Background: an optimization exercise with open tools, aiming at small area and a short achievable clock period. Do not read the settings as production practice. In this exercise RTL edits were held to simulation tests only and were not proved equivalent to the original. Power is estimated from default activity; no workload was simulated.

<file path="flow/design.v">
`timescale 1ns / 1ps
module smul(input wire [7:0] a, input wire [7:0] b, output wire [7:0] y);
  wire pp1 = a[0] & b[0];
  wire pp2 = a[0] & b[1];
  wire pp3 = a[0] & b[2];
  wire pp4 = a[0] & b[3];
  wire pp5 = a[0] & b[4];
  wire pp6 = a[0] & b[5];
  wire pp7 = a[0] & b[6];
  wire pp8 = a[0] & b[7];
  wire pp9 = a[1] & b[0];
  wire pp10 = a[1] & b[1];
  wire pp11 = a[1] & b[2];
  wire pp12 = a[1] & b[3];
  wire pp13 = a[1] & b[4];
  wire pp14 = a[1] & b[5];
  wire pp15 = a[1] & b[6];
  wire pp16 = a[2] & b[0];
  wire pp17 = a[2] & b[1];
  wire pp18 = a[2] & b[2];
  wire pp19 = a[2] & b[3];
  wire pp20 = a[2] & b[4];
  wire pp21 = a[2] & b[5];
  wire pp22 = a[3] & b[0];
  wire pp23 = a[3] & b[1];
  wire pp24 = a[3] & b[2];
  wire pp25 = a[3] & b[3];
  wire pp26 = a[3] & b[4];
  wire pp27 = a[4] & b[0];
  wire pp28 = a[4] & b[1];
  wire pp29 = a[4] & b[2];
  wire pp30 = a[4] & b[3];
  wire pp31 = a[5] & b[0];
  wire pp32 = a[5] & b[1];
  wire pp33 = a[5] & b[2];
  wire pp34 = a[6] & b[0];
  wire pp35 = a[6] & b[1];
  wire pp36 = a[7] & b[0];
  wire h39 = pp3 ^ pp10;
  wire s37 = h39 ^ pp16;
  wire c38 = h39 ? pp16 : pp3;
  wire h42 = pp4 ^ pp11;
  wire s40 = h42 ^ pp17;
  wire c41 = h42 ? pp17 : pp4;
  wire h45 = pp22 ^ c38;
  wire s43 = h45 ^ s40;
  wire c44 = h45 ? s40 : pp22;
  wire h48 = pp5 ^ pp12;
  wire s46 = h48 ^ pp18;
  wire c47 = h48 ? pp18 : pp5;
  wire h51 = pp23 ^ pp27;
  wire s49 = h51 ^ c41;
  wire c50 = h51 ? c41 : pp23;
  wire h54 = s46 ^ c44;
  wire s52 = h54 ^ s49;
  wire c53 = h54 ? s49 : s46;
  wire h57 = pp6 ^ pp13;
  wire s55 = h57 ^ pp19;
  wire c56 = h57 ? pp19 : pp6;
  wire h60 = pp24 ^ pp28;
  wire s58 = h60 ^ pp31;
  wire c59 = h60 ? pp31 : pp24;
  wire h63 = c47 ^ s55;
  wire s61 = h63 ^ s58;
  wire c62 = h63 ? s58 : c47;
  wire h66 = c50 ^ s61;
  wire s64 = h66 ^ c53;
  wire c65 = h66 ? c53 : c50;
  wire h69 = pp7 ^ pp14;
  wire s67 = h69 ^ pp20;
  wire c68 = h69 ? pp20 : pp7;
  wire h72 = pp25 ^ pp29;
  wire s70 = h72 ^ pp32;
  wire c71 = h72 ? pp32 : pp25;
  wire h75 = pp34 ^ c56;
  wire s73 = h75 ^ c59;
  wire c74 = h75 ? c59 : pp34;
  wire h78 = s67 ^ s70;
  wire s76 = h78 ^ c62;
  wire c77 = h78 ? c62 : s67;
  wire h81 = s73 ^ s76;
  wire s79 = h81 ^ c65;
  wire c80 = h81 ? c65 : s73;
  wire x82 = pp8 ^ pp15;
  wire x83 = pp21 ^ pp26;
  wire x84 = pp30 ^ pp33;
  wire x85 = pp35 ^ pp36;
  wire x86 = x82 ^ x83;
  wire x87 = x84 ^ x85;
  wire x88 = c68 ^ c71;
  wire x89 = x86 ^ x87;
  wire x90 = x88 ^ x89;
  wire x91 = c74 ^ x90;
  wire x92 = x91 ^ c77;
  wire x93 = x92 ^ c80;
  wire [7:0] rx = {x93, s79, s64, s52, s43, s37, pp2, pp1};
  wire [7:0] ry = {1'b0, 1'b0, 1'b0, 1'b0, 1'b0, 1'b0, pp9, 1'b0};
  assign y = rx + ry;
endmodule
module vdot_tree(input wire [63:0] a, input wire [63:0] b, output wire [7:0] y);
  wire pp1 = a[0] & b[0];
  wire pp2 = a[0] & b[1];
  wire pp3 = a[0] & b[2];
  wire pp4 = a[0] & b[3];
  wire pp5 = a[0] & b[4];
  wire pp6 = a[0] & b[5];
  wire pp7 = a[0] & b[6];
  wire pp8 = a[0] & b[7];
  wire pp9 = a[1] & b[0];
  wire pp10 = a[1] & b[1];
  wire pp11 = a[1] & b[2];
  wire pp12 = a[1] & b[3];
  wire pp13 = a[1] & b[4];
  wire pp14 = a[1] & b[5];
  wire pp15 = a[1] & b[6];
  wire pp16 = a[2] & b[0];
  wire pp17 = a[2] & b[1];
  wire pp18 = a[2] & b[2];
  wire pp19 = a[2] & b[3];
  wire pp20 = a[2] & b[4];
  wire pp21 = a[2] & b[5];
  wire pp22 = a[3] & b[0];
  wire pp23 = a[3] & b[1];
  wire pp24 = a[3] & b[2];
  wire pp25 = a[3] & b[3];
  wire pp26 = a[3] & b[4];
  wire pp27 = a[4] & b[0];
  wire pp28 = a[4] & b[1];
  wire pp29 = a[4] & b[2];
  wire pp30 = a[4] & b[3];
  wire pp31 = a[5] & b[0];
  wire pp32 = a[5] & b[1];
  wire pp33 = a[5] & b[2];
  wire pp34 = a[6] & b[0];
  wire pp35 = a[6] & b[1];
  wire pp36 = a[7] & b[0];
  wire pp37 = a[8] & b[8];
  wire pp38 = a[8] & b[9];
  wire pp39 = a[8] & b[10];
  wire pp40 = a[8] & b[11];
  wire pp41 = a[8] & b[12];
  wire pp42 = a[8] & b[13];
  wire pp43 = a[8] & b[14];
  wire pp44 = a[8] & b[15];
  wire pp45 = a[9] & b[8];
  wire pp46 = a[9] & b[9];
  wire pp47 = a[9] & b[10];
  wire pp48 = a[9] & b[11];
  wire pp49 = a[9] & b[12];
  wire pp50 = a[9] & b[13];
  wire pp51 = a[9] & b[14];
  wire pp52 = a[10] & b[8];
  wire pp53 = a[10] & b[9];
  wire pp54 = a[10] & b[10];
  wire pp55 = a[10] & b[11];
  wire pp56 = a[10] & b[12];
  wire pp57 = a[10] & b[13];
  wire pp58 = a[11] & b[8];
  wire pp59 = a[11] & b[9];
  wire pp60 = a[11] & b[10];
  wire pp61 = a[11] & b[11];
  wire pp62 = a[11] & b[12];
  wire pp63 = a[12] & b[8];
  wire pp64 = a[12] & b[9];
  wire pp65 = a[12] & b[10];
  wire pp66 = a[12] & b[11];
  wire pp67 = a[13] & b[8];
  wire pp68 = a[13] & b[9];
  wire pp69 = a[13] & b[10];
  wire pp70 = a[14] & b[8];
  wire pp71 = a[14] & b[9];
  wire pp72 = a[15] & b[8];
  wire pp73 = a[16] & b[16];
  wire pp74 = a[16] & b[17];
  wire pp75 = a[16] & b[18];
  wire pp76 = a[16] & b[19];
  wire pp77 = a[16] & b[20];
  wire pp78 = a[16] & b[21];
  wire pp79 = a[16] & b[22];
  wire pp80 = a[16] & b[23];
  wire pp81 = a[17] & b[16];
  wire pp82 = a[17] & b[17];
  wire pp83 = a[17] & b[18];
  wire pp84 = a[17] & b[19];
  wire pp85 = a[17] & b[20];
  wire pp86 = a[17] & b[21];
  wire pp87 = a[17] & b[22];
  wire pp88 = a[18] & b[16];
  wire pp89 = a[18] & b[17];
  wire pp90 = a[18] & b[18];
  wire pp91 = a[18] & b[19];
  wire pp92 = a[18] & b[20];
  wire pp93 = a[18] & b[21];
  wire pp94 = a[19] & b[16];
  wire pp95 = a[19] & b[17];
  wire pp96 = a[19] & b[18];
  wire pp97 = a[19] & b[19];
  wire pp98 = a[19] & b[20];
  wire pp99 = a[20] & b[16];
  wire pp100 = a[20] & b[17];
  wire pp101 = a[20] & b[18];
  wire pp102 = a[20] & b[19];
  wire pp103 = a[21] & b[16];
  wire pp104 = a[21] & b[17];
  wire pp105 = a[21] & b[18];
  wire pp106 = a[22] & b[16];
  wire pp107 = a[22] & b[17];
  wire pp108 = a[23] & b[16];
  wire pp109 = a[24] & b[24];
  wire pp110 = a[24] & b[25];
  wire pp111 = a[24] & b[26];
  wire pp112 = a[24] & b[27];
  wire pp113 = a[24] & b[28];
  wire pp114 = a[24] & b[29];
  wire pp115 = a[24] & b[30];
  wire pp116 = a[24] & b[31];
  wire pp117 = a[25] & b[24];
  wire pp118 = a[25] & b[25];
  wire pp119 = a[25] & b[26];
  wire pp120 = a[25] & b[27];
  wire pp121 = a[25] & b[28];
  wire pp122 = a[25] & b[29];
  wire pp123 = a[25] & b[30];
  wire pp124 = a[26] & b[24];
  wire pp125 = a[26] & b[25];
  wire pp126 = a[26] & b[26];
  wire pp127 = a[26] & b[27];
  wire pp128 = a[26] & b[28];
  wire pp129 = a[26] & b[29];
  wire pp130 = a[27] & b[24];
  wire pp131 = a[27] & b[25];
  wire pp132 = a[27] & b[26];
  wire pp133 = a[27] & b[27];
  wire pp134 = a[27] & b[28];
  wire pp135 = a[28] & b[24];
  wire pp136 = a[28] & b[25];
  wire pp137 = a[28] & b[26];
  wire pp138 = a[28] & b[27];
  wire pp139 = a[29] & b[24];
  wire pp140 = a[29] & b[25];
  wire pp141 = a[29] & b[26];
  wire pp142 = a[30] & b[24];
  wire pp143 = a[30] & b[25];
  wire pp144 = a[31] & b[24];
  wire pp145 = a[32] & b[32];
  wire pp146 = a[32] & b[33];
  wire pp147 = a[32] & b[34];
  wire pp148 = a[32] & b[35];
  wire pp149 = a[32] & b[36];
  wire pp150 = a[32] & b[37];
  wire pp151 = a[32] & b[38];
  wire pp152 = a[32] & b[39];
  wire pp153 = a[33] & b[32];
  wire pp154 = a[33] & b[33];
  wire pp155 = a[33] & b[34];
  wire pp156 = a[33] & b[35];
  wire pp157 = a[33] & b[36];
  wire pp158 = a[33] & b[37];
  wire pp159 = a[33] & b[38];
  wire pp160 = a[34] & b[32];
  wire pp161 = a[34] & b[33];
  wire pp162 = a[34] & b[34];
  wire pp163 = a[34] & b[35];
  wire pp164 = a[34] & b[36];
  wire pp165 = a[34] & b[37];
  wire pp166 = a[35] & b[32];
  wire pp167 = a[35] & b[33];
  wire pp168 = a[35] & b[34];
  wire pp169 = a[35] & b[35];
  wire pp170 = a[35] & b[36];
  wire pp171 = a[36] & b[32];
  wire pp172 = a[36] & b[33];
  wire pp173 = a[36] & b[34];
  wire pp174 = a[36] & b[35];
  wire pp175 = a[37] & b[32];
  wire pp176 = a[37] & b[33];
  wire pp177 = a[37] & b[34];
  wire pp178 = a[38] & b[32];
  wire pp179 = a[38] & b[33];
  wire pp180 = a[39] & b[32];
  wire pp181 = a[40] & b[40];
  wire pp182 = a[40] & b[41];
  wire pp183 = a[40] & b[42];
  wire pp184 = a[40] & b[43];
  wire pp185 = a[40] & b[44];
  wire pp186 = a[40] & b[45];
  wire pp187 = a[40] & b[46];
  wire pp188 = a[40] & b[47];
  wire pp189 = a[41] & b[40];
  wire pp190 = a[41] & b[41];
  wire pp191 = a[41] & b[42];
  wire pp192 = a[41] & b[43];
  wire pp193 = a[41] & b[44];
  wire pp194 = a[41] & b[45];
  wire pp195 = a[41] & b[46];
  wire pp196 = a[42] & b[40];
  wire pp197 = a[42] & b[41];
  wire pp198 = a[42] & b[42];
  wire pp199 = a[42] & b[43];
  wire pp200 = a[42] & b[44];
  wire pp201 = a[42] & b[45];
  wire pp202 = a[43] & b[40];
  wire pp203 = a[43] & b[41];
  wire pp204 = a[43] & b[42];
  wire pp205 = a[43] & b[43];
  wire pp206 = a[43] & b[44];
  wire pp207 = a[44] & b[40];
  wire pp208 = a[44] & b[41];
  wire pp209 = a[44] & b[42];
  wire pp210 = a[44] & b[43];
  wire pp211 = a[45] & b[40];
  wire pp212 = a[45] & b[41];
  wire pp213 = a[45] & b[42];
  wire pp214 = a[46] & b[40];
  wire pp215 = a[46] & b[41];
  wire pp216 = a[47] & b[40];
  wire pp217 = a[48] & b[48];
  wire pp218 = a[48] & b[49];
  wire pp219 = a[48] & b[50];
  wire pp220 = a[48] & b[51];
  wire pp221 = a[48] & b[52];
  wire pp222 = a[48] & b[53];
  wire pp223 = a[48] & b[54];
  wire pp224 = a[48] & b[55];
  wire pp225 = a[49] & b[48];
  wire pp226 = a[49] & b[49];
  wire pp227 = a[49] & b[50];
  wire pp228 = a[49] & b[51];
  wire pp229 = a[49] & b[52];
  wire pp230 = a[49] & b[53];
  wire pp231 = a[49] & b[54];
  wire pp232 = a[50] & b[48];
  wire pp233 = a[50] & b[49];
  wire pp234 = a[50] & b[50];
  wire pp235 = a[50] & b[51];
  wire pp236 = a[50] & b[52];
  wire pp237 = a[50] & b[53];
  wire pp238 = a[51] & b[48];
  wire pp239 = a[51] & b[49];
  wire pp240 = a[51] & b[50];
  wire pp241 = a[51] & b[51];
  wire pp242 = a[51] & b[52];
  wire pp243 = a[52] & b[48];
  wire pp244 = a[52] & b[49];
  wire pp245 = a[52] & b[50];
  wire pp246 = a[52] & b[51];
  wire pp247 = a[53] & b[48];
  wire pp248 = a[53] & b[49];
  wire pp249 = a[53] & b[50];
  wire pp250 = a[54] & b[48];
  wire pp251 = a[54] & b[49];
  wire pp252 = a[55] & b[48];
  wire pp253 = a[56] & b[56];
  wire pp254 = a[56] & b[57];
  wire pp255 = a[56] & b[58];
  wire pp256 = a[56] & b[59];
  wire pp257 = a[56] & b[60];
  wire pp258 = a[56] & b[61];
  wire pp259 = a[56] & b[62];
  wire pp260 = a[56] & b[63];
  wire pp261 = a[57] & b[56];
  wire pp262 = a[57] & b[57];
  wire pp263 = a[57] & b[58];
  wire pp264 = a[57] & b[59];
  wire pp265 = a[57] & b[60];
  wire pp266 = a[57] & b[61];
  wire pp267 = a[57] & b[62];
  wire pp268 = a[58] & b[56];
  wire pp269 = a[58] & b[57];
  wire pp270 = a[58] & b[58];
  wire pp271 = a[58] & b[59];
  wire pp272 = a[58] & b[60];
  wire pp273 = a[58] & b[61];
  wire pp274 = a[59] & b[56];
  wire pp275 = a[59] & b[57];
  wire pp276 = a[59] & b[58];
  wire pp277 = a[59] & b[59];
  wire pp278 = a[59] & b[60];
  wire pp279 = a[60] & b[56];
  wire pp280 = a[60] & b[57];
  wire pp281 = a[60] & b[58];
  wire pp282 = a[60] & b[59];
  wire pp283 = a[61] & b[56];
  wire pp284 = a[61] & b[57];
  wire pp285 = a[61] & b[58];
  wire pp286 = a[62] & b[56];
  wire pp287 = a[62] & b[57];
  wire pp288 = a[63] & b[56];
  wire h291 = pp1 ^ pp37;
  wire s289 = h291 ^ pp73;
  wire c290 = h291 ? pp73 : pp1;
  wire h294 = pp109 ^ pp145;
  wire s292 = h294 ^ pp181;
  wire c293 = h294 ? pp181 : pp109;
  wire h297 = pp217 ^ pp253;
  wire s295 = h297 ^ s289;
  wire c296 = h297 ? s289 : pp217;
  wire h300 = pp2 ^ pp9;
  wire s298 = h300 ^ pp38;
  wire c299 = h300 ? pp38 : pp2;
  wire h303 = pp45 ^ pp74;
  wire s301 = h303 ^ pp81;
  wire c302 = h303 ? pp81 : pp45;
  wire h306 = pp110 ^ pp117;
  wire s304 = h306 ^ pp146;
  wire c305 = h306 ? pp146 : pp110;
  wire h309 = pp153 ^ pp182;
  wire s307 = h309 ^ pp189;
  wire c308 = h309 ? pp189 : pp153;
  wire h312 = pp218 ^ pp225;
  wire s310 = h312 ^ pp254;
  wire c311 = h312 ? pp254 : pp218;
  wire h315 = pp261 ^ c290;
  wire s313 = h315 ^ c293;
  wire c314 = h315 ? c293 : pp261;
  wire h318 = s298 ^ s301;
  wire s316 = h318 ^ s304;
  wire c317 = h318 ? s304 : s298;
  wire h321 = s307 ^ s310;
  wire s319 = h321 ^ c296;
  wire c320 = h321 ? c296 : s307;
  wire h324 = s313 ^ s316;
  wire s322 = h324 ^ s319;
  wire c323 = h324 ? s319 : s313;
  wire h327 = pp3 ^ pp10;
  wire s325 = h327 ^ pp16;
  wire c326 = h327 ? pp16 : pp3;
  wire h330 = pp39 ^ pp46;
  wire s328 = h330 ^ pp52;
  wire c329 = h330 ? pp52 : pp39;
  wire h333 = pp75 ^ pp82;
  wire s331 = h333 ^ pp88;
  wire c332 = h333 ? pp88 : pp75;
  wire h336 = pp111 ^ pp118;
  wire s334 = h336 ^ pp124;
  wire c335 = h336 ? pp124 : pp111;
  wire h339 = pp147 ^ pp154;
  wire s337 = h339 ^ pp160;
  wire c338 = h339 ? pp160 : pp147;
  wire h342 = pp183 ^ pp190;
  wire s340 = h342 ^ pp196;
  wire c341 = h342 ? pp196 : pp183;
  wire h345 = pp219 ^ pp226;
  wire s343 = h345 ^ pp232;
  wire c344 = h345 ? pp232 : pp219;
  wire h348 = pp255 ^ pp262;
  wire s346 = h348 ^ pp268;
  wire c347 = h348 ? pp268 : pp255;
  wire h351 = c299 ^ c302;
  wire s349 = h351 ^ c305;
  wire c350 = h351 ? c305 : c299;
  wire h354 = c308 ^ c311;
  wire s352 = h354 ^ s325;
  wire c353 = h354 ? s325 : c308;
  wire h357 = s328 ^ s331;
  wire s355 = h357 ^ s334;
  wire c356 = h357 ? s334 : s328;
  wire h360 = s337 ^ s340;
  wire s358 = h360 ^ s343;
  wire c359 = h360 ? s343 : s337;
  wire h363 = s346 ^ c314;
  wire s361 = h363 ^ c317;
  wire c362 = h363 ? c317 : s346;
  wire h366 = s349 ^ s352;
  wire s364 = h366 ^ s355;
  wire c365 = h366 ? s355 : s349;
  wire h369 = s358 ^ c320;
  wire s367 = h369 ^ s361;
  wire c368 = h369 ? s361 : s358;
  wire h372 = s364 ^ c323;
  wire s370 = h372 ^ s367;
  wire c371 = h372 ? s367 : s364;
  wire h375 = pp4 ^ pp11;
  wire s373 = h375 ^ pp17;
  wire c374 = h375 ? pp17 : pp4;
  wire h378 = pp22 ^ pp40;
  wire s376 = h378 ^ pp47;
  wire c377 = h378 ? pp47 : pp22;
  wire h381 = pp53 ^ pp58;
  wire s379 = h381 ^ pp76;
  wire c380 = h381 ? pp76 : pp53;
  wire h384 = pp83 ^ pp89;
  wire s382 = h384 ^ pp94;
  wire c383 = h384 ? pp94 : pp83;
  wire h387 = pp112 ^ pp119;
  wire s385 = h387 ^ pp125;
  wire c386 = h387 ? pp125 : pp112;
  wire h390 = pp130 ^ pp148;
  wire s388 = h390 ^ pp155;
  wire c389 = h390 ? pp155 : pp130;
  wire h393 = pp161 ^ pp166;
  wire s391 = h393 ^ pp184;
  wire c392 = h393 ? pp184 : pp161;
  wire h396 = pp191 ^ pp197;
  wire s394 = h396 ^ pp202;
  wire c395 = h396 ? pp202 : pp191;
  wire h399 = pp220 ^ pp227;
  wire s397 = h399 ^ pp233;
  wire c398 = h399 ? pp233 : pp220;
  wire h402 = pp238 ^ pp256;
  wire s400 = h402 ^ pp263;
  wire c401 = h402 ? pp263 : pp238;
  wire h405 = pp269 ^ pp274;
  wire s403 = h405 ^ c326;
  wire c404 = h405 ? c326 : pp269;
  wire h408 = c329 ^ c332;
  wire s406 = h408 ^ c335;
  wire c407 = h408 ? c335 : c329;
  wire h411 = c338 ^ c341;
  wire s409 = h411 ^ c344;
  wire c410 = h411 ? c344 : c338;
  wire h414 = c347 ^ s373;
  wire s412 = h414 ^ s376;
  wire c413 = h414 ? s376 : c347;
  wire h417 = s379 ^ s382;
  wire s415 = h417 ^ s385;
  wire c416 = h417 ? s385 : s379;
  wire h420 = s388 ^ s391;
  wire s418 = h420 ^ s394;
  wire c419 = h420 ? s394 : s388;
  wire h423 = s397 ^ s400;
  wire s421 = h423 ^ c350;
  wire c422 = h423 ? c350 : s397;
  wire h426 = c353 ^ c356;
  wire s424 = h426 ^ c359;
  wire c425 = h426 ? c359 : c353;
  wire h429 = s403 ^ s406;
  wire s427 = h429 ^ s409;
  wire c428 = h429 ? s409 : s403;
  wire h432 = s412 ^ s415;
  wire s430 = h432 ^ s418;
  wire c431 = h432 ? s418 : s412;
  wire h435 = c362 ^ s421;
  wire s433 = h435 ^ c365;
  wire c434 = h435 ? c365 : c362;
  wire h438 = s424 ^ s427;
  wire s436 = h438 ^ s430;
  wire c437 = h438 ? s430 : s424;
  wire h441 = c368 ^ s433;
  wire s439 = h441 ^ s436;
  wire c440 = h441 ? s436 : c368;
  wire h444 = pp5 ^ pp12;
  wire s442 = h444 ^ pp18;
  wire c443 = h444 ? pp18 : pp5;
  wire h447 = pp23 ^ pp27;
  wire s445 = h447 ^ pp41;
  wire c446 = h447 ? pp41 : pp23;
  wire h450 = pp48 ^ pp54;
  wire s448 = h450 ^ pp59;
  wire c449 = h450 ? pp59 : pp48;
  wire h453 = pp63 ^ pp77;
  wire s451 = h453 ^ pp84;
  wire c452 = h453 ? pp84 : pp63;
  wire h456 = pp90 ^ pp95;
  wire s454 = h456 ^ pp99;
  wire c455 = h456 ? pp99 : pp90;
  wire h459 = pp113 ^ pp120;
  wire s457 = h459 ^ pp126;
  wire c458 = h459 ? pp126 : pp113;
  wire h462 = pp131 ^ pp135;
  wire s460 = h462 ^ pp149;
  wire c461 = h462 ? pp149 : pp131;
  wire h465 = pp156 ^ pp162;
  wire s463 = h465 ^ pp167;
  wire c464 = h465 ? pp167 : pp156;
  wire h468 = pp171 ^ pp185;
  wire s466 = h468 ^ pp192;
  wire c467 = h468 ? pp192 : pp171;
  wire h471 = pp198 ^ pp203;
  wire s469 = h471 ^ pp207;
  wire c470 = h471 ? pp207 : pp198;
  wire h474 = pp221 ^ pp228;
  wire s472 = h474 ^ pp234;
  wire c473 = h474 ? pp234 : pp221;
  wire h477 = pp239 ^ pp243;
  wire s475 = h477 ^ pp257;
  wire c476 = h477 ? pp257 : pp239;
  wire h480 = pp264 ^ pp270;
  wire s478 = h480 ^ pp275;
  wire c479 = h480 ? pp275 : pp264;
  wire h483 = pp279 ^ c374;
  wire s481 = h483 ^ c377;
  wire c482 = h483 ? c377 : pp279;
  wire h486 = c380 ^ c383;
  wire s484 = h486 ^ c386;
  wire c485 = h486 ? c386 : c380;
  wire h489 = c389 ^ c392;
  wire s487 = h489 ^ c395;
  wire c488 = h489 ? c395 : c389;
  wire h492 = c398 ^ c401;
  wire s490 = h492 ^ s442;
  wire c491 = h492 ? s442 : c398;
  wire h495 = s445 ^ s448;
  wire s493 = h495 ^ s451;
  wire c494 = h495 ? s451 : s445;
  wire h498 = s454 ^ s457;
  wire s496 = h498 ^ s460;
  wire c497 = h498 ? s460 : s454;
  wire h501 = s463 ^ s466;
  wire s499 = h501 ^ s469;
  wire c500 = h501 ? s469 : s463;
  wire h504 = s472 ^ s475;
  wire s502 = h504 ^ s478;
  wire c503 = h504 ? s478 : s472;
  wire h507 = c404 ^ c407;
  wire s505 = h507 ^ c410;
  wire c506 = h507 ? c410 : c404;
  wire h510 = c413 ^ c416;
  wire s508 = h510 ^ c419;
  wire c509 = h510 ? c419 : c413;
  wire h513 = s481 ^ s484;
  wire s511 = h513 ^ s487;
  wire c512 = h513 ? s487 : s481;
  wire h516 = s490 ^ s493;
  wire s514 = h516 ^ s496;
  wire c515 = h516 ? s496 : s490;
  wire h519 = s499 ^ s502;
  wire s517 = h519 ^ c422;
  wire c518 = h519 ? c422 : s499;
  wire h522 = c425 ^ c428;
  wire s520 = h522 ^ s505;
  wire c521 = h522 ? s505 : c425;
  wire h525 = c431 ^ s508;
  wire s523 = h525 ^ s511;
  wire c524 = h525 ? s511 : c431;
  wire h528 = s514 ^ s517;
  wire s526 = h528 ^ c434;
  wire c527 = h528 ? c434 : s514;
  wire h531 = s520 ^ c437;
  wire s529 = h531 ^ s523;
  wire c530 = h531 ? s523 : s520;
  wire h534 = s526 ^ s529;
  wire s532 = h534 ^ c440;
  wire c533 = h534 ? c440 : s526;
  wire h537 = pp6 ^ pp13;
  wire s535 = h537 ^ pp19;
  wire c536 = h537 ? pp19 : pp6;
  wire h540 = pp24 ^ pp28;
  wire s538 = h540 ^ pp31;
  wire c539 = h540 ? pp31 : pp24;
  wire h543 = pp42 ^ pp49;
  wire s541 = h543 ^ pp55;
  wire c542 = h543 ? pp55 : pp42;
  wire h546 = pp60 ^ pp64;
  wire s544 = h546 ^ pp67;
  wire c545 = h546 ? pp67 : pp60;
  wire h549 = pp78 ^ pp85;
  wire s547 = h549 ^ pp91;
  wire c548 = h549 ? pp91 : pp78;
  wire h552 = pp96 ^ pp100;
  wire s550 = h552 ^ pp103;
  wire c551 = h552 ? pp103 : pp96;
  wire h555 = pp114 ^ pp121;
  wire s553 = h555 ^ pp127;
  wire c554 = h555 ? pp127 : pp114;
  wire h558 = pp132 ^ pp136;
  wire s556 = h558 ^ pp139;
  wire c557 = h558 ? pp139 : pp132;
  wire h561 = pp150 ^ pp157;
  wire s559 = h561 ^ pp163;
  wire c560 = h561 ? pp163 : pp150;
  wire h564 = pp168 ^ pp172;
  wire s562 = h564 ^ pp175;
  wire c563 = h564 ? pp175 : pp168;
  wire h567 = pp186 ^ pp193;
  wire s565 = h567 ^ pp199;
  wire c566 = h567 ? pp199 : pp186;
  wire h570 = pp204 ^ pp208;
  wire s568 = h570 ^ pp211;
  wire c569 = h570 ? pp211 : pp204;
  wire h573 = pp222 ^ pp229;
  wire s571 = h573 ^ pp235;
  wire c572 = h573 ? pp235 : pp222;
  wire h576 = pp240 ^ pp244;
  wire s574 = h576 ^ pp247;
  wire c575 = h576 ? pp247 : pp240;
  wire h579 = pp258 ^ pp265;
  wire s577 = h579 ^ pp271;
  wire c578 = h579 ? pp271 : pp258;
  wire h582 = pp276 ^ pp280;
  wire s580 = h582 ^ pp283;
  wire c581 = h582 ? pp283 : pp276;
  wire h585 = c443 ^ c446;
  wire s583 = h585 ^ c449;
  wire c584 = h585 ? c449 : c443;
  wire h588 = c452 ^ c455;
  wire s586 = h588 ^ c458;
  wire c587 = h588 ? c458 : c452;
  wire h591 = c461 ^ c464;
  wire s589 = h591 ^ c467;
  wire c590 = h591 ? c467 : c461;
  wire h594 = c470 ^ c473;
  wire s592 = h594 ^ c476;
  wire c593 = h594 ? c476 : c470;
  wire h597 = c479 ^ s535;
  wire s595 = h597 ^ s538;
  wire c596 = h597 ? s538 : c479;
  wire h600 = s541 ^ s544;
  wire s598 = h600 ^ s547;
  wire c599 = h600 ? s547 : s541;
  wire h603 = s550 ^ s553;
  wire s601 = h603 ^ s556;
  wire c602 = h603 ? s556 : s550;
  wire h606 = s559 ^ s562;
  wire s604 = h606 ^ s565;
  wire c605 = h606 ? s565 : s559;
  wire h609 = s568 ^ s571;
  wire s607 = h609 ^ s574;
  wire c608 = h609 ? s574 : s568;
  wire h612 = s577 ^ s580;
  wire s610 = h612 ^ c482;
  wire c611 = h612 ? c482 : s577;
  wire h615 = c485 ^ c488;
  wire s613 = h615 ^ c491;
  wire c614 = h615 ? c491 : c485;
  wire h618 = c494 ^ c497;
  wire s616 = h618 ^ c500;
  wire c617 = h618 ? c500 : c494;
  wire h621 = c503 ^ s583;
  wire s619 = h621 ^ s586;
  wire c620 = h621 ? s586 : c503;
  wire h624 = s589 ^ s592;
  wire s622 = h624 ^ s595;
  wire c623 = h624 ? s595 : s589;
  wire h627 = s598 ^ s601;
  wire s625 = h627 ^ s604;
  wire c626 = h627 ? s604 : s598;
  wire h630 = s607 ^ c506;
  wire s628 = h630 ^ c509;
  wire c629 = h630 ? c509 : s607;
  wire h633 = c512 ^ s610;
  wire s631 = h633 ^ c515;
  wire c632 = h633 ? c515 : c512;
  wire h636 = s613 ^ s616;
  wire s634 = h636 ^ s619;
  wire c635 = h636 ? s619 : s613;
  wire h639 = s622 ^ s625;
  wire s637 = h639 ^ c518;
  wire c638 = h639 ? c518 : s622;
  wire h642 = c521 ^ c524;
  wire s640 = h642 ^ s628;
  wire c641 = h642 ? s628 : c521;
  wire h645 = s631 ^ s634;
  wire s643 = h645 ^ s637;
  wire c644 = h645 ? s637 : s631;
  wire h648 = c527 ^ s640;
  wire s646 = h648 ^ c530;
  wire c647 = h648 ? c530 : c527;
  wire h651 = s643 ^ s646;
  wire s649 = h651 ^ c533;
  wire c650 = h651 ? c533 : s643;
  wire h654 = pp7 ^ pp14;
  wire s652 = h654 ^ pp20;
  wire c653 = h654 ? pp20 : pp7;
  wire h657 = pp25 ^ pp29;
  wire s655 = h657 ^ pp32;
  wire c656 = h657 ? pp32 : pp25;
  wire h660 = pp34 ^ pp43;
  wire s658 = h660 ^ pp50;
  wire c659 = h660 ? pp50 : pp34;
  wire h663 = pp56 ^ pp61;
  wire s661 = h663 ^ pp65;
  wire c662 = h663 ? pp65 : pp56;
  wire h666 = pp68 ^ pp70;
  wire s664 = h666 ^ pp79;
  wire c665 = h666 ? pp79 : pp68;
  wire h669 = pp86 ^ pp92;
  wire s667 = h669 ^ pp97;
  wire c668 = h669 ? pp97 : pp86;
  wire h672 = pp101 ^ pp104;
  wire s670 = h672 ^ pp106;
  wire c671 = h672 ? pp106 : pp101;
  wire h675 = pp115 ^ pp122;
  wire s673 = h675 ^ pp128;
  wire c674 = h675 ? pp128 : pp115;
  wire h678 = pp133 ^ pp137;
  wire s676 = h678 ^ pp140;
  wire c677 = h678 ? pp140 : pp133;
  wire h681 = pp142 ^ pp151;
  wire s679 = h681 ^ pp158;
  wire c680 = h681 ? pp158 : pp142;
  wire h684 = pp164 ^ pp169;
  wire s682 = h684 ^ pp173;
  wire c683 = h684 ? pp173 : pp164;
  wire h687 = pp176 ^ pp178;
  wire s685 = h687 ^ pp187;
  wire c686 = h687 ? pp187 : pp176;
  wire h690 = pp194 ^ pp200;
  wire s688 = h690 ^ pp205;
  wire c689 = h690 ? pp205 : pp194;
  wire h693 = pp209 ^ pp212;
  wire s691 = h693 ^ pp214;
  wire c692 = h693 ? pp214 : pp209;
  wire h696 = pp223 ^ pp230;
  wire s694 = h696 ^ pp236;
  wire c695 = h696 ? pp236 : pp223;
  wire h699 = pp241 ^ pp245;
  wire s697 = h699 ^ pp248;
  wire c698 = h699 ? pp248 : pp241;
  wire h702 = pp250 ^ pp259;
  wire s700 = h702 ^ pp266;
  wire c701 = h702 ? pp266 : pp250;
  wire h705 = pp272 ^ pp277;
  wire s703 = h705 ^ pp281;
  wire c704 = h705 ? pp281 : pp272;
  wire h708 = pp284 ^ pp286;
  wire s706 = h708 ^ c536;
  wire c707 = h708 ? c536 : pp284;
  wire h711 = c539 ^ c542;
  wire s709 = h711 ^ c545;
  wire c710 = h711 ? c545 : c539;
  wire h714 = c548 ^ c551;
  wire s712 = h714 ^ c554;
  wire c713 = h714 ? c554 : c548;
  wire h717 = c557 ^ c560;
  wire s715 = h717 ^ c563;
  wire c716 = h717 ? c563 : c557;
  wire h720 = c566 ^ c569;
  wire s718 = h720 ^ c572;
  wire c719 = h720 ? c572 : c566;
  wire h723 = c575 ^ c578;
  wire s721 = h723 ^ c581;
  wire c722 = h723 ? c581 : c575;
  wire h726 = s652 ^ s655;
  wire s724 = h726 ^ s658;
  wire c725 = h726 ? s658 : s652;
  wire h729 = s661 ^ s664;
  wire s727 = h729 ^ s667;
  wire c728 = h729 ? s667 : s661;
  wire h732 = s670 ^ s673;
  wire s730 = h732 ^ s676;
  wire c731 = h732 ? s676 : s670;
  wire h735 = s679 ^ s682;
  wire s733 = h735 ^ s685;
  wire c734 = h735 ? s685 : s679;
  wire h738 = s688 ^ s691;
  wire s736 = h738 ^ s694;
  wire c737 = h738 ? s694 : s688;
  wire h741 = s697 ^ s700;
  wire s739 = h741 ^ s703;
  wire c740 = h741 ? s703 : s697;
  wire h744 = c584 ^ c587;
  wire s742 = h744 ^ c590;
  wire c743 = h744 ? c590 : c584;
  wire h747 = c593 ^ c596;
  wire s745 = h747 ^ c599;
  wire c746 = h747 ? c599 : c593;
  wire h750 = c602 ^ c605;
  wire s748 = h750 ^ c608;
  wire c749 = h750 ? c608 : c602;
  wire h753 = s706 ^ s709;
  wire s751 = h753 ^ s712;
  wire c752 = h753 ? s712 : s706;
  wire h756 = s715 ^ s718;
  wire s754 = h756 ^ s721;
  wire c755 = h756 ? s721 : s715;
  wire h759 = s724 ^ s727;
  wire s757 = h759 ^ s730;
  wire c758 = h759 ? s730 : s724;
  wire h762 = s733 ^ s736;
  wire s760 = h762 ^ s739;
  wire c761 = h762 ? s739 : s733;
  wire h765 = c611 ^ c614;
  wire s763 = h765 ^ c617;
  wire c764 = h765 ? c617 : c611;
  wire h768 = c620 ^ s742;
  wire s766 = h768 ^ c623;
  wire c767 = h768 ? c623 : c620;
  wire h771 = c626 ^ s745;
  wire s769 = h771 ^ s748;
  wire c770 = h771 ? s748 : c626;
  wire h774 = s751 ^ s754;
  wire s772 = h774 ^ s757;
  wire c773 = h774 ? s757 : s751;
  wire h777 = s760 ^ c629;
  wire s775 = h777 ^ c632;
  wire c776 = h777 ? c632 : s760;
  wire h780 = c635 ^ s763;
  wire s778 = h780 ^ s766;
  wire c779 = h780 ? s766 : c635;
  wire h783 = s769 ^ s772;
  wire s781 = h783 ^ c638;
  wire c782 = h783 ? c638 : s769;
  wire h786 = c641 ^ s775;
  wire s784 = h786 ^ s778;
  wire c785 = h786 ? s778 : c641;
  wire h789 = c644 ^ s781;
  wire s787 = h789 ^ c647;
  wire c788 = h789 ? c647 : c644;
  wire h792 = s784 ^ s787;
  wire s790 = h792 ^ c650;
  wire c791 = h792 ? c650 : s784;
  wire x793 = pp8 ^ pp15;
  wire x794 = pp21 ^ pp26;
  wire x795 = pp30 ^ pp33;
  wire x796 = pp35 ^ pp36;
  wire x797 = pp44 ^ pp51;
  wire x798 = pp57 ^ pp62;
  wire x799 = pp66 ^ pp69;
  wire x800 = pp71 ^ pp72;
  wire x801 = pp80 ^ pp87;
  wire x802 = pp93 ^ pp98;
  wire x803 = pp102 ^ pp105;
  wire x804 = pp107 ^ pp108;
  wire x805 = pp116 ^ pp123;
  wire x806 = pp129 ^ pp134;
  wire x807 = pp138 ^ pp141;
  wire x808 = pp143 ^ pp144;
  wire x809 = pp152 ^ pp159;
  wire x810 = pp165 ^ pp170;
  wire x811 = pp174 ^ pp177;
  wire x812 = pp179 ^ pp180;
  wire x813 = pp188 ^ pp195;
  wire x814 = pp201 ^ pp206;
  wire x815 = pp210 ^ pp213;
  wire x816 = pp215 ^ pp216;
  wire x817 = pp224 ^ pp231;
  wire x818 = pp237 ^ pp242;
  wire x819 = pp246 ^ pp249;
  wire x820 = pp251 ^ pp252;
  wire x821 = pp260 ^ pp267;
  wire x822 = pp273 ^ pp278;
  wire x823 = pp282 ^ pp285;
  wire x824 = pp287 ^ pp288;
  wire x825 = x793 ^ x794;
  wire x826 = x795 ^ x796;
  wire x827 = x797 ^ x798;
  wire x828 = x799 ^ x800;
  wire x829 = x801 ^ x802;
  wire x830 = x803 ^ x804;
  wire x831 = x805 ^ x806;
  wire x832 = x807 ^ x808;
  wire x833 = x809 ^ x810;
  wire x834 = x811 ^ x812;
  wire x835 = x813 ^ x814;
  wire x836 = x815 ^ x816;
  wire x837 = x817 ^ x818;
  wire x838 = x819 ^ x820;
  wire x839 = x821 ^ x822;
  wire x840 = x823 ^ x824;
  wire x841 = c653 ^ c656;
  wire x842 = c659 ^ c662;
  wire x843 = c665 ^ c668;
  wire x844 = c671 ^ c674;
  wire x845 = c677 ^ c680;
  wire x846 = c683 ^ c686;
  wire x847 = c689 ^ c692;
  wire x848 = c695 ^ c698;
  wire x849 = c701 ^ c704;
  wire x850 = x825 ^ x826;
  wire x851 = x827 ^ x828;
  wire x852 = x829 ^ x830;
  wire x853 = x831 ^ x832;
  wire x854 = x833 ^ x834;
  wire x855 = x835 ^ x836;
  wire x856 = x837 ^ x838;
  wire x857 = x839 ^ x840;
  wire x858 = x841 ^ x842;
  wire x859 = x843 ^ x844;
  wire x860 = x845 ^ x846;
  wire x861 = x847 ^ x848;
  wire x862 = x849 ^ x850;
  wire x863 = x851 ^ x852;
  wire x864 = x853 ^ x854;
  wire x865 = x855 ^ x856;
  wire x866 = x857 ^ c707;
  wire x867 = c710 ^ c713;
  wire x868 = c716 ^ c719;
  wire x869 = c722 ^ c725;
  wire x870 = c728 ^ c731;
  wire x871 = c734 ^ c737;
  wire x872 = c740 ^ x858;
  wire x873 = x859 ^ x860;
  wire x874 = x861 ^ x862;
  wire x875 = x863 ^ x864;
  wire x876 = x865 ^ x866;
  wire x877 = x867 ^ x868;
  wire x878 = x869 ^ x870;
  wire x879 = x871 ^ x872;
  wire x880 = x873 ^ x874;
  wire x881 = x875 ^ c743;
  wire x882 = c746 ^ c749;
  wire x883 = c752 ^ c755;
  wire x884 = x876 ^ x877;
  wire x885 = c758 ^ c761;
  wire x886 = x878 ^ x879;
  wire x887 = x880 ^ x881;
  wire x888 = x882 ^ x883;
  wire x889 = x884 ^ x885;
  wire x890 = x886 ^ c764;
  wire x891 = x887 ^ c767;
  wire x892 = c770 ^ x888;
  wire x893 = c773 ^ x889;
  wire x894 = x890 ^ x891;
  wire x895 = x892 ^ x893;
  wire x896 = c776 ^ x894;
  wire x897 = c779 ^ x895;
  wire x898 = x896 ^ x897;
  wire x899 = c782 ^ c785;
  wire x900 = x898 ^ x899;
  wire x901 = c788 ^ x900;
  wire x902 = x901 ^ c791;
  wire [7:0] rx = {x902, s790, s649, s532, c371, s370, s322, s292};
  wire [7:0] ry = {1'b0, 1'b0, 1'b0, 1'b0, s439, 1'b0, 1'b0, s295};
  assign y = rx + ry;
endmodule
`timescale 1ns / 1ps
module CPU( input clk,
	input rst,
	input wire [31:0] inst,
	input wire [63:0]	main_memory_input_data_path,
	output reg[63:0] main_memory_output_data_path,
	output wire[31:0] pc_inst_addr,
	output wire		Vector_Write_Access,
	output wire		Memory_Write_Access,
	output wire		Load_Vector_Flag,
	output wire 		Load_Word_Flag,
	output wire[11:0]	Main_Memory_Address
	);
	wire [5:0] op  = inst[31:26];
	wire [4:0] rd  = inst[25:21];
	wire [4:0] rs1 = inst[20:16];
	wire [4:0] rs2 = inst[15:11];
	wire [7:0] imm = inst[15:8];
	wire [63:0] mem = main_memory_input_data_path;
	wire op_add  = op == 6'b000000;
	wire op_sub  = op == 6'b000001;
	wire op_mul  = op == 6'b000010;
	wire op_and  = op == 6'b000100;
	wire op_or   = op == 6'b000101;
	wire op_xor  = op == 6'b000110;
	wire op_sll  = op == 6'b001000;
	wire op_srl  = op == 6'b001001;
	wire op_slt  = op == 6'b001010;
	wire op_seq  = op == 6'b001011;
	wire op_addi = op == 6'b001101;
	wire op_andi = op == 6'b001110;
	wire op_xori = op == 6'b001111;
	wire op_slti = op == 6'b101000;
	wire op_vadd = op == 6'b010000;
	wire op_vsub = op == 6'b010001;
	wire op_vdot = op == 6'b010010;
	wire op_lw   = op == 6'b100101;
	wire op_lv   = op == 6'b101101;
	wire op_sw   = op == 6'b100110;
	wire op_sv   = op == 6'b101110;
	wire op_rar  = op == 6'b101111;
	wire op_raw  = op == 6'b101100;
	wire op_beq  = op == 6'b100011;
	wire op_bgt  = op == 6'b011111;
	wire op_jmp  = op == 6'b110000;
	assign Load_Word_Flag      = op_lw | op_rar;
	assign Load_Vector_Flag    = op_lv | op_rar;
	assign Memory_Write_Access = op_sw | op_raw;
	assign Vector_Write_Access = op_sv | op_raw;
	assign Main_Memory_Address = inst[11:0];
	wire imm_sel = op_addi | op_andi | op_xori | op_slti | op_beq | op_bgt;
	wire s_we = op_add | op_sub | op_mul | op_and | op_or | op_xor | op_sll | op_srl |
	            op_slt | op_seq | op_addi | op_andi | op_xori | op_slti | op_lw;
	wire v_we = op_vadd | op_vsub | op_vdot | op_lv;
	reg [7:0]  R [0:30];
	reg [63:0] V [0:2];
	reg [31:0] T;
	reg [31:0] PC;
	assign pc_inst_addr = PC;
	reg [7:0] A, B;
	integer i;
	always @(*) begin
		A = 8'd0;
		B = 8'd0;
		for (i = 0; i < 31; i = i + 1) begin
			A = A | (R[i] & {8{rs1 == i}});
			B = B | (R[i] & {8{rs2 == i}});
		end
	end
	wire nva = op_sw | op_raw;
	wire [63:0] VA = (V[0] & {64{rs1 == 5'd0 && !nva}}) |
	                 (V[1] & {64{rs1 == 5'd1 && !nva}}) |
	                 (V[2] & {64{rs1 == 5'd2 && !nva}});
	wire [63:0] VB = (V[0] & {64{rs2 == 5'd0}}) |
	                 (V[1] & {64{rs2 == 5'd1}}) |
	                 (V[2] & {64{rs2 == 5'd2}});
	always @(*) begin
		main_memory_output_data_path = VA;
		main_memory_output_data_path[7:0] = VA[7:0] | (A & {8{op_sw}}) | (PC[7:0] & {8{op_raw}});
		main_memory_output_data_path[31:8] = VA[31:8] | (PC[31:8] & {24{op_raw}});
	end
	wire [7:0] B2 = imm_sel ? imm : B;
	wire do_sub = !(op_add | op_addi);
	wire [7:0] b2x = B2 ^ {8{do_sub}};
	reg [8:0] dc;
	reg [7:0] diff;
	integer d;
	always @(*) begin
		dc[0] = do_sub;
		for (d = 0; d < 8; d = d + 1) begin
			diff[d] = A[d] ^ b2x[d] ^ dc[d];
			dc[d+1] = (A[d] ^ b2x[d]) ? dc[d] : A[d];
		end
	end
	wire lt = !dc[8];                 
	wire eq = (A == B2);
	wire [7:0] prod;
	smul u_mul(.a(A), .b(B), .y(prod));
	wire [7:0] shl = (B[7:3] != 5'd0) ? 8'd0 : (A << B[2:0]);
	wire [7:0] shr = (B[7:3] != 5'd0) ? 8'd0 : (A >> B[2:0]);
	reg [7:0] alu;
	always @(*) begin
		alu = 8'd0;
		if (op_add | op_addi | op_sub) alu = diff;
		if (op_mul)                    alu = prod;
		if (op_and | op_andi)          alu = A & B2;
		if (op_or)                     alu = A | B2;
		if (op_xor | op_xori)          alu = A ^ B2;
		if (op_sll)                    alu = shl;
		if (op_srl)                    alu = shr;
		if (op_slt | op_slti)          alu = {7'd0, lt};
		if (op_seq)                    alu = {7'd0, eq};
	end
	wire [7:0] s_wdata = op_lw ? mem[7:0] : alu;
	reg [63:0] vaddsub;
	wire [7:0] dot;
	vdot_tree u_dot(.a(VA), .b(VB), .y(dot));
	integer k, m;
	reg [8:0] cy;
	reg [7:0] bb;
	always @(*) begin
		for (k = 0; k < 8; k = k + 1) begin
			bb = VB[8*k +: 8] ^ {8{op_vsub}};
			cy[0] = op_vsub;
			for (m = 0; m < 8; m = m + 1) begin
				vaddsub[8*k+m] = VA[8*k+m] ^ bb[m] ^ cy[m];
				cy[m+1] = (VA[8*k+m] ^ bb[m]) ? cy[m] : VA[8*k+m];
			end
		end
	end
	wire [63:0] v_wdata = op_lv ? mem : (op_vdot ? {56'd0, dot} : vaddsub);
	wire taken = (op_beq & !eq) | (op_bgt & !lt & !eq);
	always @(posedge clk) begin
		if (rst) PC <= 32'd0;
		else if (op_jmp) PC <= {6'd0, inst[25:0]};
		else if (taken) PC <= T;
		else PC <= PC + 32'd4;
	end
	always @(posedge clk)
		if (op_rar) T <= mem[31:0];
	integer j;
	always @(posedge clk) begin
		for (j = 0; j < 31; j = j + 1)
			if (s_we && rd == j) R[j] <= s_wdata;
		for (j = 0; j < 3; j = j + 1)
			if (v_we && rd == j) V[j] <= v_wdata;
	end
endmodule
</file>
<file path="flow/flow/run.sh">
#!/bin/bash
set -euo pipefail
bash standard.sh "BUFFER_PORTS_ARGS=-buffer_cell sky130_fd_sc_hd__buf_2" finish > standard_flow.log 2>&1
</file>
<file path="flow/standard.sh">
#!/bin/bash
# synth_recipe.tcl (not shown) runs the flow's synth.tcl, then flattens the netlist and writes it again
# the make line also repeats each setting of config.mk as NAME=value (left out here)
make -C /OpenROAD-flow-scripts/flow DESIGN_CONFIG=/design/flow/config.mk WORK_HOME=/design/flow/orfs CLKGATE_MAP_FILE= SYNTH_SCRIPT=/design/flow/synth_recipe.tcl "${@:-finish}"
</file>
<file path="flow/config.mk">
export PLATFORM = sky130hd
export DESIGN_NAME = CPU
export DESIGN_NICKNAME = CPU
export VERILOG_FILES = /design/flow/design.v
export SDC_FILE = /design/flow/constraint.sdc
export NUM_CORES = 4
export LEC_CHECK = 0
export CAP_MARGIN = 20
export CORE_MARGIN = 2
export CORE_UTILIZATION = 40
export CTS_BUF_LIST = sky130_fd_sc_hd__clkbuf_2 sky130_fd_sc_hd__clkbuf_4 sky130_fd_sc_hd__clkbuf_8
export SETUP_SLACK_MARGIN = 5
export SLEW_MARGIN = 20
export SYNTH_HIERARCHICAL = 1
</file>
<file path="flow/constraint.sdc">
create_clock -name core_clock -period 12.0 [get_ports {clk}]
set_input_delay 2.4000 -clock core_clock [delete_from_list [all_inputs] [get_ports {clk}]]
set_output_delay 2.4000 -clock core_clock [all_outputs]
set_load 0.01 [all_outputs]
</file>
==> metrics list, run 1 <==
- Number of synthesized flops with an enable pin: 472
* Final Max Slew Viols: 0
- After detailed routing, the number of vias per cell comes to 6.475.
* Die Outline Area: 0.09600 mm2
- Later-pin clock latency in the skew report: 0.79 ns
- Crit-path max FO: 9
- 210 I/O pins were placed.
- Peak supply drop: 0.07359 mV
- Counting the fill cells in the layout gives 8389.
* Synth unique cells: 98
- Max Clock Freq: 0.1292 GHz
- In the synthesized netlist the dominant register cell turns out to be sky130_fd_sc_hd__edfxtp_1.
- From bottom edge to top edge, the die measures 309.8 um.
- TritonCTS built the clock tree.
* Via count: 36086
- Max transition margin: 0.1776
* Number of clock buffers inserted by TritonCTS: 89
- Number of nets in the synthesized netlist: 3798
* Hold violation count in the final report: 0
* Min Tclk post-route: 7.741 ns
* Routed wire length per instance: 32.19 um
* Per-instance average area after synthesis: 10.18 um2
* Min-Delay Path Class: reg -> reg
* Power per Cell Area: 99.36 mW/mm2
- Clock Skews: 0.04886 ns
* Global-route wire length before repair: 240.7 mm
* Sinks on Clock Net: 504
- In this run the cell area of the synthesized design comes to 0.03741 mm2.
- The first detailed-routing pass took 7 iterations.
* Number of global-route vias before repair: 32217
- Hold-fix buffers at CTS: 0
- Least-Margin Pin Slew: 1.234 ns
- Clock tree synthesis selected as its root buffer the cell sky130_fd_sc_hd__clkbuf_8.
- Residual antenna-violating net count after detailed routing: 0
- Post-route fraction of the period consumed by the critical path: 0.6451
* Clock transition at the register clock pins on the worst setup and hold paths after CTS: 0.06 ns
- Leakage: 0.01857 uW
- Ratio of cells with drive above 1 in the final layout: 0.2906
- Required time of the critical path: 12.58 ns
- After synthesis the netlist holds a flip-flop and latch count of 504.
* RSZ-0062 raised after global routing: true
- Post-layout instance area: 0.04769 mm2
* Total global routing track utilization: 0.3534
* Row count: 112
* Effective utilization at floorplan: 0.4021
* Proportion of synthesized flip-flops having asynchronous set or reset: 0
* Area growth syn-to-layout: 27.48%
- For the final routed database, the setup TNS stands at 0 ns.
- Overflow left after global routing: 0
- Max_cap viols: 0
- Final-report setup violation count: 0
* DPL Wire Length: 115.7 mm
- Routed wire length: 179.4 mm
* H-tree levels: 3
* Placeable core region: 0.09305 mm2
- The flow ran to the end and the layout has no timing, DRC or antenna violations.
- The congestion estimate from routability-driven global placement came to 1.035.
* Start-to-end type of the worst setup path: in -> reg
- Once placement finished, the instance area stood at 0.04030 mm2.
- Number of instances in the synthesized netlist: 3674
- Endpoint type of the worst setup path: flip-flop
* Drc violations: 0
* Net count, final: 4369
- Once layout is complete, the utilization of the core stands at 0.5126.
- Share of the yosys chip area belonging to registers: 0.3959
* Iter 0 DRT Violations: 6018
- The number of antenna violations at the first check in global routing came to 16.
- In this run the deepest clock path goes through 3 buffers.
* Width of the die: 309.8 um
- Data arrival time of the worst path: 8.32 ns
- Count of input and output buffers: 209
- Entering global routing, the biggest net connects 65 pins.
* Number of synthesis warnings: 9
- STA classifies the critical path startpoint as a primary input.
==> sequential cells by signal, indices dropped and copies added, names as in the netlist <==
name and cells:
PC 32, R 248, T 32, V 192
==> Yosys stat by module (local to each module, per instance) <==
| module | times used | flip-flops and latches |
|---|---|---|
| vdot_tree | 1 | 0 |
| CPU | 1 | 504 |
| smul | 1 | 0 |
==> worst max-delay path, cell delays in order <==
cell,delay [ns]
sky130_fd_sc_hd__buf_8,0.10
sky130_fd_sc_hd__or3_4,0.47
sky130_fd_sc_hd__nor3_4,0.26
sky130_fd_sc_hd__buf_12,0.16
sky130_fd_sc_hd__buf_12,0.17
sky130_fd_sc_hd__buf_4,0.17
sky130_fd_sc_hd__a221o_2,0.21
sky130_fd_sc_hd__buf_4,0.17
sky130_fd_sc_hd__buf_4,0.21
sky130_fd_sc_hd__a22oi_1,0.11
sky130_fd_sc_hd__o21ai_1,0.23
sky130_fd_sc_hd__xnor3_1,0.49
sky130_fd_sc_hd__xnor3_1,0.44
sky130_fd_sc_hd__xnor3_2,0.47
sky130_fd_sc_hd__xor2_2,0.20
sky130_fd_sc_hd__xnor2_2,0.30
sky130_fd_sc_hd__xor2_2,0.27
sky130_fd_sc_hd__xnor2_2,0.18
sky130_fd_sc_hd__maj3_2,0.37
sky130_fd_sc_hd__a211oi_4,0.30
sky130_fd_sc_hd__xnor2_2,0.17
sky130_fd_sc_hd__nand2_1,0.09
sky130_fd_sc_hd__o31a_1,0.15
sky130_fd_sc_hd__o31ai_4,0.21
==> Yosys cell counts (46+ instances only) <==
cell / instances / share of area
sky130_fd_sc_hd__nand2_1: 644 / 0.065
sky130_fd_sc_hd__edfxtp_1: 472 / 0.38
sky130_fd_sc_hd__xnor2_1: 324 / 0.076
sky130_fd_sc_hd__a22oi_1: 226 / 0.045
sky130_fd_sc_hd__nor2_1: 209 / 0.021
sky130_fd_sc_hd__maj3_1: 165 / 0.044
sky130_fd_sc_hd__clkbuf_1: 103 / 0.010
sky130_fd_sc_hd__xnor3_1: 96 / 0.058
sky130_fd_sc_hd__inv_1: 94 / 0.0094
sky130_fd_sc_hd__nand3_1: 93 / 0.012
sky130_fd_sc_hd__xor2_1: 93 / 0.022
sky130_fd_sc_hd__and2_1: 72 / 0.012
sky130_fd_sc_hd__o21ai_0: 69 / 0.0092
sky130_fd_sc_hd__a21oi_1: 64 / 0.0086
sky130_fd_sc_hd__nor3_1: 64 / 0.0086
sky130_fd_sc_hd__and3_1: 57 / 0.0095
sky130_fd_sc_hd__buf_4: 56 / 0.011
sky130_fd_sc_hd__a22o_1: 51 / 0.012
sky130_fd_sc_hd__nand4_1: 46 / 0.0077
==> final timing paths <==
| path | depth (start not counted) | from | end | slack, ns |
|---|---|---|---|---|
| setup / recovery | 24 | inst[14] | V[2][7] | 4.26 |
| hold / removal | 1 | T[14] | PC[14] | 0.47 |
| setup reg to reg | 18 | R[27][2] | R[21][7] | 6.48 |
| hold reg to reg | 1 | T[14] | PC[14] | 0.47 |
==> placed cells by master, fill, tap and decap left out, types with 21 or more instances in the layout <==
cell type                  instances
sky130_fd_sc_hd__xor2_1           86
sky130_fd_sc_hd__nor2_2           22
sky130_fd_sc_hd__nand3_1          92
sky130_fd_sc_hd__edfxtp_1        472
sky130_fd_sc_hd__nor2_1          170
sky130_fd_sc_hd__and2_1           54
sky130_fd_sc_hd__a22oi_2          21
sky130_fd_sc_hd__inv_2            21
sky130_fd_sc_hd__dfxtp_1          32
sky130_fd_sc_hd__buf_4           371
sky130_fd_sc_hd__xnor3_1          90
sky130_fd_sc_hd__nand4_1          46
sky130_fd_sc_hd__a32oi_1          26
sky130_fd_sc_hd__a222oi_1         29
sky130_fd_sc_hd__xnor2_1         297
sky130_fd_sc_hd__a221o_1          36
sky130_fd_sc_hd__nand2_2          54
sky130_fd_sc_hd__xnor2_2          27
sky130_fd_sc_hd__ha_1             23
sky130_fd_sc_hd__buf_6            38
sky130_fd_sc_hd__nand2_1         579
sky130_fd_sc_hd__o31ai_1          22
sky130_fd_sc_hd__a22o_1           51
sky130_fd_sc_hd__a22oi_1         205
sky130_fd_sc_hd__mux2i_1          30
sky130_fd_sc_hd__a31oi_1          24
sky130_fd_sc_hd__maj3_1          140
sky130_fd_sc_hd__maj3_2           46
sky130_fd_sc_hd__nor3_1           53
sky130_fd_sc_hd__o21ai_0          59
sky130_fd_sc_hd__buf_2           194
sky130_fd_sc_hd__clkbuf_8         93
sky130_fd_sc_hd__nand3b_1         23
sky130_fd_sc_hd__xor3_1           35
sky130_fd_sc_hd__buf_12           48
sky130_fd_sc_hd__a21oi_1          59
sky130_fd_sc_hd__clkbuf_4         21
sky130_fd_sc_hd__and3_1           54
sky130_fd_sc_hd__inv_1            58
==> metrics by stage <==
| stage | worst slack [ns] | std cells | hold WS [ns] | power [uW] |
|---|---|---|---|---|
| after floorplan | 3.883 | 3674 | 0.4483 | 2539 |
| after global placement | 2.286 | 5034 | 0.4525 | 2785 |
| after detailed placement | 2.185 | 5034 | 0.4577 | 2789 |
| after CTS | 4.339 | 5426 | 0.4684 | 4580 |
| after global routing | 4.172 | 5567 | 0.4815 | 4854 |
| final | 4.259 | 5573 | 0.4670 | 4739 |
==> where the power goes <==
group | internal, uW | switching (uW) | total, uW
sequential | 1950 | 10.4 | 1960
clock | 878 | 797 | 1670
combinational | 459 | 648 | 1110
total | 3280 | 1460 | 4740
==> logic make-up after synthesis <==
logic type	synth area share
mux	0.01318
buf+inv	0.03956
flops	0.3959
fa+ha+maj	0.05976
xor+xnor	0.1818
compound gates	0.1447
simple gates	0.1650
==> area by class of cell <==
| class | instances | area (um2) | share of cell area |
|---|---|---|---|
| multi-input cells | 2862 | 22900 | 0.4801 |
| diodes | 10 | 25.02 | 0.0005247 |
| repair buffers | 691 | 6176 | 0.1295 |
| inverters | 96 | 426.7 | 0.008946 |
| well taps | 1254 | 1569 | 0.03290 |
| clock buffers | 114 | 1438 | 0.03014 |
| clock inverters | 41 | 342.8 | 0.007188 |
| flip-flops and latches | 504 | 14810 | 0.3106 |
| repair inverters | 1 | 5.005 | 0.0001049 |
==> metal layers <==
layer	track usage	vias up	wire length (um)
met2	0.5012	3037	72730
met3	0.1224	691	27660
met4	0.1694	18	10970
met1	0.4795	17498	67710
met5	0	-	308
li1	-	14842	-
==> what timing repair did <==
| action | in CTS | in global routing |
|---|---|---|
| setup buffers | 215 | 121 |
| resized for setup | 298 | 194 |
| setup endpoints to repair | 330 | 270 |
| cloned | 22 | 14 |
| pin swaps | 117 | 88 |
==> run 2: changes to the inputs <==
--- a/flow/config.mk
+++ b/flow/config.mk
@@ -12,3 +12,2 @@
 export SETUP_SLACK_MARGIN = 5
 export SLEW_MARGIN = 20
-export SYNTH_HIERARCHICAL = 1
==> run 2 against run 1 <==
Still clean on timing, DRC and antenna. Routed wire length is 0.93% higher. Power rose by 0.82%. Design area grew 1.5%. Synthesized cell count increased by 4.7%. Global-route usage is 1.1 points lower. Maximum frequency is 5.4% higher. Setup slack better by 0.39 ns. Sequential share of layout area is 0.45 points lower. Clock power is 5% higher. First-iteration DRC count shrank 4.2%. Area after synthesis increased by 1.3%. Hold slack better by 0.10 ns.
==> metrics list, run 2 <==
* Share of Yosys cell area claimed by the top area cell type: 0.3738
- Derived from the worst setup path, the maximum achievable clock frequency is 0.1361 GHz.
* Drc violations: 0
- Required time of the critical path: 9.60 ns
* Crit-path max FO: 43
- Reg-to-Reg Start: R[14][3]
- After the last flow step, the layout net total stands at 4485.
* Final cell count without fillers: 5698
- Final hold analysis gives a worst-case slack of 0.5701 ns.
- The most used flip-flop cell after synthesis is sky130_fd_sc_hd__edfxtp_1.
* Synth unique cells: 102
* Most frequent cells in the layout: sky130_fd_sc_hd__nand2_1, sky130_fd_sc_hd__edfxtp_1, sky130_fd_sc_hd__xnor2_1, sky130_fd_sc_hd__buf_4, sky130_fd_sc_hd__and3_1
- The die is 311.9 um wide.
- Effective utilization at floorplan: 0.4050
- Once placement completed, the tool counted placed cells totaling 5137.
* Clock tree from TritonCTS: done
* Crit path launch type: primary input
* Least-Margin Pin Slew: 1.158 ns
* Peak supply drop: 0.1043 mV
- Routability Congestion: 1.033
- Overflow left after global routing: 0
- Entering global routing, the biggest net connects 71 pins.
* Top cells by count, synth: sky130_fd_sc_hd__nand2_1, sky130_fd_sc_hd__xnor2_1, sky130_fd_sc_hd__edfxtp_1
* Number of instances in the synthesized netlist: 3845
* Number of buffers on the longest clock path: 3
* Start-to-end type of the worst setup path: in -> out
* Biggest register: R
* Routed wire length: 181.0 mm
* Endpoint type of the worst setup path: output port
* Net load switching power: 1450 uW
- Setup repair after global routing could not meet its margin everywhere.
- The die covers 0.09727 mm2.
- Leaving out fill and tap cells, the most frequent cell in the layout is sky130_fd_sc_hd__nand2_1.
* Final-report setup violation count: 0
* Clock Skews: 0.06492 ns
- The count of buffers added on input and output ports is 209.
- From synthesis to final layout, the design area changed by 27.62%.
- During I/O placement, the number of pins put on the boundary was 210.
- Clock root buffer: sky130_fd_sc_hd__clkbuf_8
- H-tree levels: 3
* Final Max Slew Viols: 0
- Start point of the worst hold path: T[20]
- Sinks on Clock Net: 504
- Min Tclk post-route: 7.348 ns
- Run status: finished clean
- The synthesized design contains 504 register bits.
- Seq pwr share: 0.409
* Iter 0 DRT Violations: 5763
- Clk network pwr share: 0.366
- After layout, the worst setup slack is 4.652 ns.
- Later-pin clock latency in the skew report: 0.76 ns
- The region available for standard cell placement spans 0.09361 mm2.
- Number of synthesized flops with an enable pin: 472
* Worst-case setup slack after placement: 2.686 ns
- After floorplanning, the core was divided into 112 placement rows.
- The largest registers in the layout are R x248, V x192.
* Number of nets in the synthesized netlist: 3965
* Global-route wire length before repair: 242.9 mm
* Data arrival time of the worst path: 4.95 ns
* Setup tns final: 0 ns
- At the end of the flow the core is filled with cells to 0.5169.
- The tool flagged a number of max-cap violations equal to 0.
* Leakage: 0.01812 uW
- Hold violation count in the final report: 0
- In the global route stage, overall resource usage came out at 0.3423.
- Post-route fraction of the period consumed by the critical path: 0.6123
- For this design, the CTS-stage hold fixing added 0 buffers.
- Dividing the detail-routed wire length by the instance count gives 31.77 um.
* Number of clock buffers inserted by TritonCTS: 88
- Summing over every cut layer, the via total after detailed routing is 36740.
- From bottom edge to top edge, the die measures 311.9 um.
- Max FFs per register: 248
* Critical path origin: inst[17]
* Post-detailed-route via-to-cell ratio: 6.448
- The worst pin sits at a relative slew slack of 0.2271.
- Count leader, synth: sky130_fd_sc_hd__nand2_1
* P_int: 3327 uW
* Residual antenna-violating net count after detailed routing: 0
- Ratio of cells with drive above 1 in the final layout: 0.2991
- DPL Wire Length: 113.1 mm
- Clock-pin slew was measured on the worst setup and hold paths at 0.06 ns.
* Number of global-route vias before repair: 33789
- Number of synthesis warnings: 3
- Min-Delay Path Class: reg -> reg
- The number of antenna violations at the first check in global routing was 7.
- Switching share of total power: 0.3036
- sky130_fd_sc_hd__edfxtp_1 takes more of the synthesized area than any other cell.
- In the synthesized netlist the async set-or-reset flop fraction comes to 0.
* Share of total power in combinational logic: 0.225
- After synthesis, the mean cell area works out to 9.861 um2.
* Share of the yosys chip area belonging to registers: 0.3907
* Number of detailed-routing iterations run before antenna repair: 7
- Sorting the synthesized cells by area gives the leading types as sky130_fd_sc_hd__edfxtp_1, sky130_fd_sc_hd__xnor2_1, sky130_fd_sc_hd__nand2_1.
* Netlist area before placement: 0.03792 mm2
- Power per Cell Area: 98.74 mW/mm2
## run 2: stage by stage
stage	total power, uW	area (um2)
6_report	4778	48390
4_1_cts	4576	45260
5_1_grt	4879	48380
3_5_place_dp	2761	40210
2_1_floorplan	2509	38120
3_3_place_gp	2758	40210
## run 2: cell families after synthesis
kind of cell | count (synthesis) | synth area share
AO/OA/AOI/OAI | 682 | 0.1369
XOR/XNOR | 670 | 0.1734
adder cells (fa/ha/maj) | 236 | 0.06428
buffers and inverters | 361 | 0.04455
flip-flops | 504 | 0.3907
multiplexers | 70 | 0.02010
AND/OR/NAND/NOR | 1322 | 0.1700
## run 2: layout make-up
class / instances / area (um2)
inverters: 91 / 349.1
repair buffers: 690 / 6296
diodes: 4 / 10.01
well taps: 1254 / 1569
flip-flops and latches: 504 / 14810
fillers: 8440 / 45220
clock inverters: 45 / 401.6
multi-input cells: 2990 / 23490
clock buffers: 120 / 1464
## run 2: critical path: stages
cell	delay [ns]
sky130_fd_sc_hd__buf_12	0.21
sky130_fd_sc_hd__nor2b_4	0.12
sky130_fd_sc_hd__buf_12	0.18
sky130_fd_sc_hd__and3_4	0.25
sky130_fd_sc_hd__a2111oi_4	0.32
sky130_fd_sc_hd__nand4_1	0.14
sky130_fd_sc_hd__or4_4	0.69
sky130_fd_sc_hd__a221o_1	0.35
sky130_fd_sc_hd__buf_2	0.15
## run 2: timing repair
| action | 4_1_cts | 5_1_grt |
|---|---|---|
| pin swaps | 103 | 137 |
| cloned | 22 | 23 |
| setup buffers | 174 | 172 |
| endpoints found under the setup margin | 345 | 156 |
| resized for setup | 313 | 265 |
## run 2: final timing paths
kind | endpoint | slack (ns) | cells after the start
worst min-delay path | PC[20] | 0.57 | 2
worst min register to register | PC[20] | 0.57 | 2
worst max-delay path | main_memory_output_data_path[4] | 4.65 | 9
worst max register to register | PC[10] | 6.65 | 20
## run 2: layer usage
| metal | wire [um] | part of all wire | vias up | track usage |
|---|---|---|---|---|
| met2 | 80310 | 0.44 | 2876 | 0.5407 |
| met1 | 64630 | 0.36 | 17781 | 0.4252 |
| met4 | 14570 | 0.080 | 4 | 0.2060 |
| met5 | 22 | 0.00012 | - | 0 |
| met3 | 21510 | 0.12 | 865 | 0.08026 |
| li1 | - | - | 15214 | - |
## run 2: power groups by stage
| stage | Clock (uW) | Sequential [uW] | Combinational [uW] |
|---|---|---|---|
| 2_1_floorplan | 0 | 1990 | 518 |
| 3_3_place_gp | 0 | 1990 | 766 |
| 3_5_place_dp | 0 | 1990 | 769 |
| 4_1_cts | 1740 | 1950 | 880 |
| 5_1_grt | 1820 | 1960 | 1110 |
| 6_report | 1750 | 1960 | 1070 |

-- static timing again, ports no longer ideal --
The results above use ideal ports. As a check the final layouts listed here were re-extracted and re-timed, cells and wires unchanged. Step 1 assumes that a clkbuf_16 drives the clock port and a buf_2 every other input. Step 2 moves the port delays by t, midway between the first and last clock arrival at a register: inputs arrive t later, outputs are due t later. That takes back most of the time a late clock gives input paths. a / b / c = ideal ports / drivers / drivers and shift; a / b = the first two.
| run | t, ns | slack for setup (ns) | slew at the worst register clock pin (ns) |
|---|---|---|---|
| run 1 | 0.834 | 4.259 / 4.257 / 3.423 | 0.07 / 0.07 |
| run 2 | 0.801 | 4.652 / 4.422 / 4.012 | 0.07 / 0.07 |
After both steps every run listed still meets setup and hold. The setup slack of run 1, which loses most, moves by -0.002 ns with the drivers and by -0.836 ns with both steps.
